Background: an optimization exercise with open tools, aiming at small area. Do not read the settings as production practice.
The RTL was checked by simulation tests, not by an equivalence proof against the original design.
No activity file was given, so power comes from the tool's default toggle rates.

// Lab1
module Lab1 (
	input        clk,
	input        rst,
	input        key0_in,
	output [6:0] min1,
	output [6:0] min2,
	output [6:0] sec1,
	output [6:0] sec2,
	output [6:0] ms1,
	output [6:0] ms2
);
Settings: LEC_CHECK=0, CAP_MARGIN=20, CORE_MARGIN=2, CORE_UTILIZATION=40, SLEW_MARGIN=20; clock period 10.0 ns.
standard.sh (not shown) runs the stock make flow with config.mk's settings and CLKGATE_MAP_FILE= SYNTH_SCRIPT=/design/flow/synth_recipe.tcl, a recipe that flattens the netlist after the stock synthesis.
==> flow/flow/run.sh <==
#!/bin/bash
# Own layout flow: the standard ORFS flow with three changes:
#  - synthesis uses an area-oriented ABC script and skips Yosys's full/half-adder
#    extraction (everything else, including register naming, is the standard flow's synthesis);
#  - ports are buffered with the smallest buffer cell;
#  - clock tree built from small clock buffers, without dummy loads.
set -euo pipefail
W=$PWD
F=$W/flow
# synthesis script: synth_recipe.tcl, with ORFS's synth.tcl patched to use flow/area.abc
sed -e "s#^source \$::env(SCRIPTS_DIR)/synth_preamble.tcl\$#&\nset abc_args [lreplace \$abc_args 1 1 $F/area.abc]#" \
  "$FLOW_HOME/scripts/synth.tcl" > "$W/synth_body.tcl"
grep -q "area.abc" "$W/synth_body.tcl"
sed -e "s#^source \$::env(SCRIPTS_DIR)/synth.tcl\$#source $W/synth_body.tcl#" "$W/synth_recipe.tcl" > "$W/own_synth.tcl"
grep -q "synth_body.tcl" "$W/own_synth.tcl"
CTS="$(cat $F/cts_args.txt)"
bash standard.sh \
  SYNTH_SCRIPT="$W/own_synth.tcl" \
  ADDER_MAP_FILE= \
  "BUFFER_PORTS_ARGS=-buffer_cell sky130_fd_sc_hd__buf_1" \
  "CTS_ARGS=$CTS" \
  finish > "$W/orfs_make.log" 2>&1
==> flow/flow/area.abc <==
strash
&get -n
&deepsyn -T 30
&put
&get -n
&dch -f
&nf -R 10000 -F 8 -A 8 -p
&put
topo
dnsize -c
==> flow/flow/cts_args.txt <==
-sink_clustering_enable -repair_clock_nets -dont_use_dummy_load -buf_list sky130_fd_sc_hd__clkbuf_4
Change:
--- a/flow/design.v
+++ b/flow/design.v
@@ -24,50 +24,50 @@
 always @(posedge clk or negedge rst)
 	if (!rst)
 		go <= 1'b0;
 	else
 		go <= 1'b1;
 reg run;
 always @(posedge clk or negedge rst)
 	if (!rst)
 		run <= 1'b0;
 	else if (~k2 & k3)
 		run <= ~run;
 reg  [5:0] pc;
-wire tc = ((pc & 6'h3f) == 6'h23);
-wire zc = ((pc & 6'h3f) == 6'h7);
-wire fc = ^(pc & 6'h21) ^ 1'b0 ^ tc;
+wire tc = (pc == 6'h38);
+wire zc = (pc == 6'h31);
+wire fc = ^(pc & 6'h30) ^ 1'b0 ^ tc;
 always @(posedge clk)
 	if (!go)
-		pc <= 6'hf;
+		pc <= 6'h22;
 	else if (run | tc)
 		pc <= {pc[4:0], fc};
 wire inc_c = run & zc;
 reg  [12:0] ps;
-wire ts = ((ps & 13'h1fff) == 13'h1c40);
-wire zs = ((ps & 13'h1fff) == 13'h1880);
+wire ts = (ps == 13'h1c40);
+wire zs = (ps == 13'h1880);
 wire fs = ^(ps & 13'h1004) ^ 1'b0 ^ ts;
 always @(posedge clk)
 	if (!go)
 		ps <= 13'h1101;
 	else if (run | ts)
 		ps <= {ps[11:0], fs};
 wire inc_s = run & zs;
 reg  [18:0] pm;
-wire tm = ((pm & 19'h7ffff) == 19'he010);
-wire zm = ((pm & 19'h7ffff) == 19'h1c020);
-wire fm = ^(pm & 19'h41080) ^ 1'b1 ^ tm;
+wire tm = (pm == 19'h1834);
+wire zm = (pm == 19'h3069);
+wire fm = ^(pm & 19'h48000) ^ 1'b0 ^ tm;
 always @(posedge clk)
 	if (!go)
-		pm <= 19'h38041;
+		pm <= 19'h60d2;
 	else if (run | tm)
 		pm <= {pm[17:0], fm};
 wire inc_m = run & zm;
 reg [3:0] c1;
 wire c1_n0 = (c1[2]) | (~c1[0]);
 wire c1_n1 = (~c1[1] & c1[2]) | (c1[3]);
 wire c1_n2 = (~c1[0] & c1[2]) | (c1[0] & ~c1[1] & ~c1[2]);
 wire c1_n3 = (c1[0] & c1[1] & ~c1[3]) | (~c1[0] & c1[3]) | (c1[1] & c1[2]);
 always @(posedge clk or negedge rst)
 	if (!rst)
 		c1 <= 4'd2;
 	else if (inc_c)
Setup slack gains 0.049 ns.
Core utilization is about the same.
Clock skew grows by 0.0037 ns.
Maximum frequency grows slightly.
Sequential cell count stays the same.
Worst hold slack gains 0.017 ns.


== old ==
The RTL this note starts from:
==> flow/design.v <==
module Lab1 (
	input        clk,
	input        rst,
	input        key0_in,
	output [6:0] min1,
	output [6:0] min2,
	output [6:0] sec1,
	output [6:0] sec2,
	output [6:0] ms1,
	output [6:0] ms2
);
reg k1, k2, k3;
always @(posedge clk or negedge rst)
	if (!rst) begin
		k1 <= 1'b0;
		k2 <= 1'b0;
		k3 <= 1'b0;
	end else begin
		k1 <= ~key0_in;
		k2 <= k1;
		k3 <= k2;
	end
reg run;
always @(posedge clk or negedge rst)
	if (!rst)
		run <= 1'b0;
	else if (~k2 & k3)
		run <= ~run;
reg  [5:0] pc;
wire tc = (pc == 6'h38);
wire zc = (pc == 6'h31);
wire fc = ^(pc & 6'h30) ^ 1'b0 ^ tc;
always @(posedge clk or negedge rst)
	if (!rst)
		pc <= 6'h22;
	else if (run | tc)
		pc <= {pc[4:0], fc};
wire inc_c = run & zc;
reg  [12:0] ps;
wire ts = (ps == 13'h1c40);
wire zs = (ps == 13'h1880);
wire fs = ^(ps & 13'h1004) ^ 1'b0 ^ ts;
always @(posedge clk or negedge rst)
	if (!rst)
		ps <= 13'h1101;
	else if (run | ts)
		ps <= {ps[11:0], fs};
wire inc_s = run & zs;
reg  [18:0] pm;
wire tm = (pm == 19'h1834);
wire zm = (pm == 19'h3069);
wire fm = ^(pm & 19'h48000) ^ 1'b0 ^ tm;
always @(posedge clk or negedge rst)
	if (!rst)
		pm <= 19'h60d2;
	else if (run | tm)
		pm <= {pm[17:0], fm};
wire inc_m = run & zm;
reg [3:0] c1;
wire c1_n0 = (c1[2]) | (~c1[0]);
wire c1_n1 = (~c1[1] & c1[2]) | (c1[3]);
wire c1_n2 = (~c1[0] & c1[2]) | (c1[0] & ~c1[1] & ~c1[2]);
wire c1_n3 = (c1[0] & c1[1] & ~c1[3]) | (~c1[0] & c1[3]) | (c1[1] & c1[2]);
always @(posedge clk or negedge rst)
	if (!rst)
		c1 <= 4'd2;
	else if (inc_c)
		c1 <= {c1_n3, c1_n2, c1_n1, c1_n0};
wire c1_co = inc_c & ((c1[1] & c1[3]));
reg [3:0] c2;
wire c2_n0 = (~c2[2] & c2[3]) | (~c2[0]);
wire c2_n1 = (~c2[0] & c2[1]) | (c2[1] & ~c2[3]) | (~c2[0] & ~c2[3]);
wire c2_n2 = (~c2[0] & ~c2[1]) | (~c2[1] & c2[2]);
wire c2_n3 = (~c2[0] & ~c2[2] & ~c2[3]) | (c2[1]);
always @(posedge clk or negedge rst)
	if (!rst)
		c2 <= 4'd4;
	else if (c1_co)
		c2 <= {c2_n3, c2_n2, c2_n1, c2_n0};
reg [3:0] s1;
wire s1_n0 = (s1[2]) | (~s1[0]);
wire s1_n1 = (~s1[1] & s1[2]) | (s1[3]);
wire s1_n2 = (~s1[0] & s1[2]) | (s1[0] & ~s1[1] & ~s1[2]);
wire s1_n3 = (s1[0] & s1[1] & ~s1[3]) | (~s1[0] & s1[3]) | (s1[1] & s1[2]);
always @(posedge clk or negedge rst)
	if (!rst)
		s1 <= 4'd2;
	else if (inc_s)
		s1 <= {s1_n3, s1_n2, s1_n1, s1_n0};
wire s1_co = inc_s & ((s1[1] & s1[3]));
reg [2:0] s2;
wire s2_n0 = (~s2[2]);
wire s2_n1 = (~s2[0]);
wire s2_n2 = (~s2[1]);
always @(posedge clk or negedge rst)
	if (!rst)
		s2 <= 3'd4;
	else if (s1_co)
		s2 <= {s2_n2, s2_n1, s2_n0};
reg [3:0] m1;
wire m1_n0 = (m1[2]) | (~m1[0]);
wire m1_n1 = (~m1[1] & m1[2]) | (m1[3]);
wire m1_n2 = (~m1[0] & m1[2]) | (m1[0] & ~m1[1] & ~m1[2]);
wire m1_n3 = (m1[0] & m1[1] & ~m1[3]) | (~m1[0] & m1[3]) | (m1[1] & m1[2]);
always @(posedge clk or negedge rst)
	if (!rst)
		m1 <= 4'd2;
	else if (inc_m)
		m1 <= {m1_n3, m1_n2, m1_n1, m1_n0};
wire m1_co = inc_m & ((m1[1] & m1[3]));
reg [2:0] m2;
wire m2_n0 = (~m2[2]);
wire m2_n1 = (~m2[0]);
wire m2_n2 = (~m2[1]);
always @(posedge clk or negedge rst)
	if (!rst)
		m2 <= 3'd4;
	else if (m1_co)
		m2 <= {m2_n2, m2_n1, m2_n0};
assign ms1[0] = (c1[0] & ~c1[1] & ~c1[2]);
assign ms1[1] = (~c1[0] & c1[1] & c1[2]) | (c1[2] & c1[3]);
assign ms1[2] = (~c1[0] & ~c1[1] & ~c1[3]);
assign ms1[3] = (c1[0] & ~c1[2]);
assign ms1[4] = (c1[0] & ~c1[2]) | (c1[1] & c1[2]);
assign ms1[5] = (~c1[1] & ~c1[3]) | (c1[0] & ~c1[3]);
assign ms1[6] = (~c1[2] & ~c1[3]);
assign ms2[0] = (c2[1] & ~c2[3]) | (c2[0] & ~c2[1] & c2[3]);
assign ms2[1] = (~c2[2] & ~c2[3]);
assign ms2[2] = (~c2[0] & c2[1]);
assign ms2[3] = (c2[0] & c2[2]) | (c2[0] & ~c2[1] & c2[3]);
assign ms2[4] = (c2[0]);
assign ms2[5] = (c2[1]);
assign ms2[6] = (~c2[0] & c2[2]) | (c2[1] & c2[2]);
assign sec1[0] = (s1[0] & ~s1[1] & ~s1[2]);
assign sec1[1] = (~s1[0] & s1[1] & s1[2]) | (s1[2] & s1[3]);
assign sec1[2] = (~s1[0] & ~s1[1] & ~s1[3]);
assign sec1[3] = (s1[0] & ~s1[2]);
assign sec1[4] = (s1[0] & ~s1[2]) | (s1[1] & s1[2]);
assign sec1[5] = (~s1[1] & ~s1[3]) | (s1[0] & ~s1[3]);
assign sec1[6] = (~s1[2] & ~s1[3]);
assign sec2[0] = (~s2[1] & ~s2[2]) | (s2[1] & s2[2]);
assign sec2[1] = (s2[0] & s2[2]);
assign sec2[2] = (~s2[0] & ~s2[2]);
assign sec2[3] = (~s2[1] & ~s2[2]) | (s2[1] & s2[2]);
assign sec2[4] = (s2[1] & s2[2]) | (s2[0]);
assign sec2[5] = (s2[1]);
assign sec2[6] = (~s2[0] & s2[2]);
assign min1[0] = (m1[0] & ~m1[1] & ~m1[2]);
assign min1[1] = (~m1[0] & m1[1] & m1[2]) | (m1[2] & m1[3]);
assign min1[2] = (~m1[0] & ~m1[1] & ~m1[3]);
assign min1[3] = (m1[0] & ~m1[2]);
assign min1[4] = (m1[0] & ~m1[2]) | (m1[1] & m1[2]);
assign min1[5] = (~m1[1] & ~m1[3]) | (m1[0] & ~m1[3]);
assign min1[6] = (~m1[2] & ~m1[3]);
assign min2[0] = (~m2[1] & ~m2[2]) | (m2[1] & m2[2]);
assign min2[1] = (m2[0] & m2[2]);
assign min2[2] = (~m2[0] & ~m2[2]);
assign min2[3] = (~m2[1] & ~m2[2]) | (m2[1] & m2[2]);
assign min2[4] = (m2[1] & m2[2]) | (m2[0]);
assign min2[5] = (m2[1]);
assign min2[6] = (~m2[0] & m2[2]);
endmodule
==> flow/config.mk <==
export PLATFORM = sky130hd
export DESIGN_NAME = Lab1
export DESIGN_NICKNAME = Lab1
export VERILOG_FILES = /design/flow/design.v
export SDC_FILE = /design/flow/constraint.sdc
export NUM_CORES = 4
export LEC_CHECK = 0
export CAP_MARGIN = 20
export CORE_MARGIN = 2
export CORE_UTILIZATION = 40
export SLEW_MARGIN = 20
==> flow/constraint.sdc <==
create_clock -name core_clock -period 10.0 [get_ports {clk}]
set_input_delay 2.0000 -clock core_clock [delete_from_list [all_inputs] [get_ports {clk}]]
set_output_delay 2.0000 -clock core_clock [all_outputs]
set_load 0.01 [all_outputs]
==> flow/flow/run.sh <==
#!/bin/bash
# Own layout flow: the standard ORFS flow with three changes:
#  - synthesis uses an area-oriented ABC script and skips Yosys's full/half-adder
#    extraction (everything else, including register naming, is the standard flow's synthesis);
#  - ports are buffered with the smallest buffer cell;
#  - clock tree built from small clock buffers, without dummy loads.
set -euo pipefail
W=$PWD
F=$W/flow
# synthesis script: synth_recipe.tcl, with ORFS's synth.tcl patched to use flow/area.abc
sed -e "s#^source \$::env(SCRIPTS_DIR)/synth_preamble.tcl\$#&\nset abc_args [lreplace \$abc_args 1 1 $F/area.abc]#" \
  "$FLOW_HOME/scripts/synth.tcl" > "$W/synth_body.tcl"
grep -q "area.abc" "$W/synth_body.tcl"
sed -e "s#^source \$::env(SCRIPTS_DIR)/synth.tcl\$#source $W/synth_body.tcl#" "$W/synth_recipe.tcl" > "$W/own_synth.tcl"
grep -q "synth_body.tcl" "$W/own_synth.tcl"
CTS="-sink_clustering_enable -repair_clock_nets -dont_use_dummy_load -buf_list $(cat $F/cts_bufs.txt)"
bash standard.sh \
  SYNTH_SCRIPT="$W/own_synth.tcl" \
  ADDER_MAP_FILE= \
  "BUFFER_PORTS_ARGS=-buffer_cell sky130_fd_sc_hd__buf_1" \
  "CTS_ARGS=$CTS" \
  finish > "$W/orfs_make.log" 2>&1
==> flow/flow/area.abc <==
strash
&get -n
&deepsyn -T 60
&put
dch -f
amap
topo
dnsize -c
==> flow/flow/cts_bufs.txt <==
sky130_fd_sc_hd__clkbuf_4
#### Input delta (new over old)
diff --git a/flow/design.v b/flow/design.v
--- a/flow/design.v
+++ b/flow/design.v
@@ -20,6 +20,12 @@
 		k2 <= k1;
 		k3 <= k2;
 	end
+reg go;
+always @(posedge clk or negedge rst)
+	if (!rst)
+		go <= 1'b0;
+	else
+		go <= 1'b1;
 reg run;
 always @(posedge clk or negedge rst)
 	if (!rst)
@@ -30,8 +36,8 @@
 wire tc = (pc == 6'h38);
 wire zc = (pc == 6'h31);
 wire fc = ^(pc & 6'h30) ^ 1'b0 ^ tc;
-always @(posedge clk or negedge rst)
-	if (!rst)
+always @(posedge clk)
+	if (!go)
 		pc <= 6'h22;
 	else if (run | tc)
 		pc <= {pc[4:0], fc};
@@ -40,8 +46,8 @@
 wire ts = (ps == 13'h1c40);
 wire zs = (ps == 13'h1880);
 wire fs = ^(ps & 13'h1004) ^ 1'b0 ^ ts;
-always @(posedge clk or negedge rst)
-	if (!rst)
+always @(posedge clk)
+	if (!go)
 		ps <= 13'h1101;
 	else if (run | ts)
 		ps <= {ps[11:0], fs};
@@ -50,8 +56,8 @@
 wire tm = (pm == 19'h1834);
 wire zm = (pm == 19'h3069);
 wire fm = ^(pm & 19'h48000) ^ 1'b0 ^ tm;
-always @(posedge clk or negedge rst)
-	if (!rst)
+always @(posedge clk)
+	if (!go)
 		pm <= 19'h60d2;
 	else if (run | tm)
 		pm <= {pm[17:0], fm};
==> comparison <==
Per the comparison of new with old, via count of the first global-routing pass fell by about 5%; headroom to the max-slew limit now sits lower. Switching share of power, old and new: smaller value in new. new vs. old: post-route fraction of the period consumed by the critical path rose 0.43 points, total of buffers placed on input and output ports about even, area growth from synthesis to layout rose 0.41 points, power dissipated by switching net loads fell 74 uW. Summary of new over old: worst setup slack now sits lower, number of fill cells now sits higher, total number of vias now sits lower, area fraction in and, or, nand and nor cells after synthesis now sits lower. new against old: clock network area share ~0 delta, area fraction in compound gates after synthesis +1.6 points, relative contribution of sequential cells to total power +2.1 points.

## afterwards: timing with drivers on the ports
Ports are ideal in the flow. The routed layouts listed here were re-timed in OpenROAD. Step 1 (the two cells are an assumption about what drives the block):
set clk [get_ports {clk}]
set_driving_cell -lib_cell sky130_fd_sc_hd__clkbuf_16 $clk
set_driving_cell -lib_cell sky130_fd_sc_hd__buf_2 [delete_from_list [all_inputs] $clk]
Step 2 adds t to the input delays and takes it off the output delays; t is the mean of the earliest and latest rising clock arrival at the registers after step 1. Input paths then give back, and output paths get back, about the clock's delay inside the block. Slacks: ideal ports / drivers / drivers and shift; pairs: ideal ports / drivers.
| run | t, ns | setup slack, ns | worst setup path after step 2 | clock arrival spread, ns | worst slew at a driven data input, ns |
|---|---|---|---|---|---|
| the first run of note 1 | 0.411 | 6.600 / 6.572 / 6.983 | register to output | 0.037 / 0.038 | 0.03 |
| the second run of note 1 | 0.398 | 6.649 / 6.622 / 7.020 | register to output | 0.044 / 0.044 | 0.03 |
| old | 0.402 | 6.398 / 6.372 / 6.774 | register to output | 0.028 / 0.028 | 0.03 |
| new | 0.401 | 6.355 / 6.328 / 6.730 | register to output | 0.032 / 0.031 | 0.03 |
After both steps setup and hold are still met in every run listed.
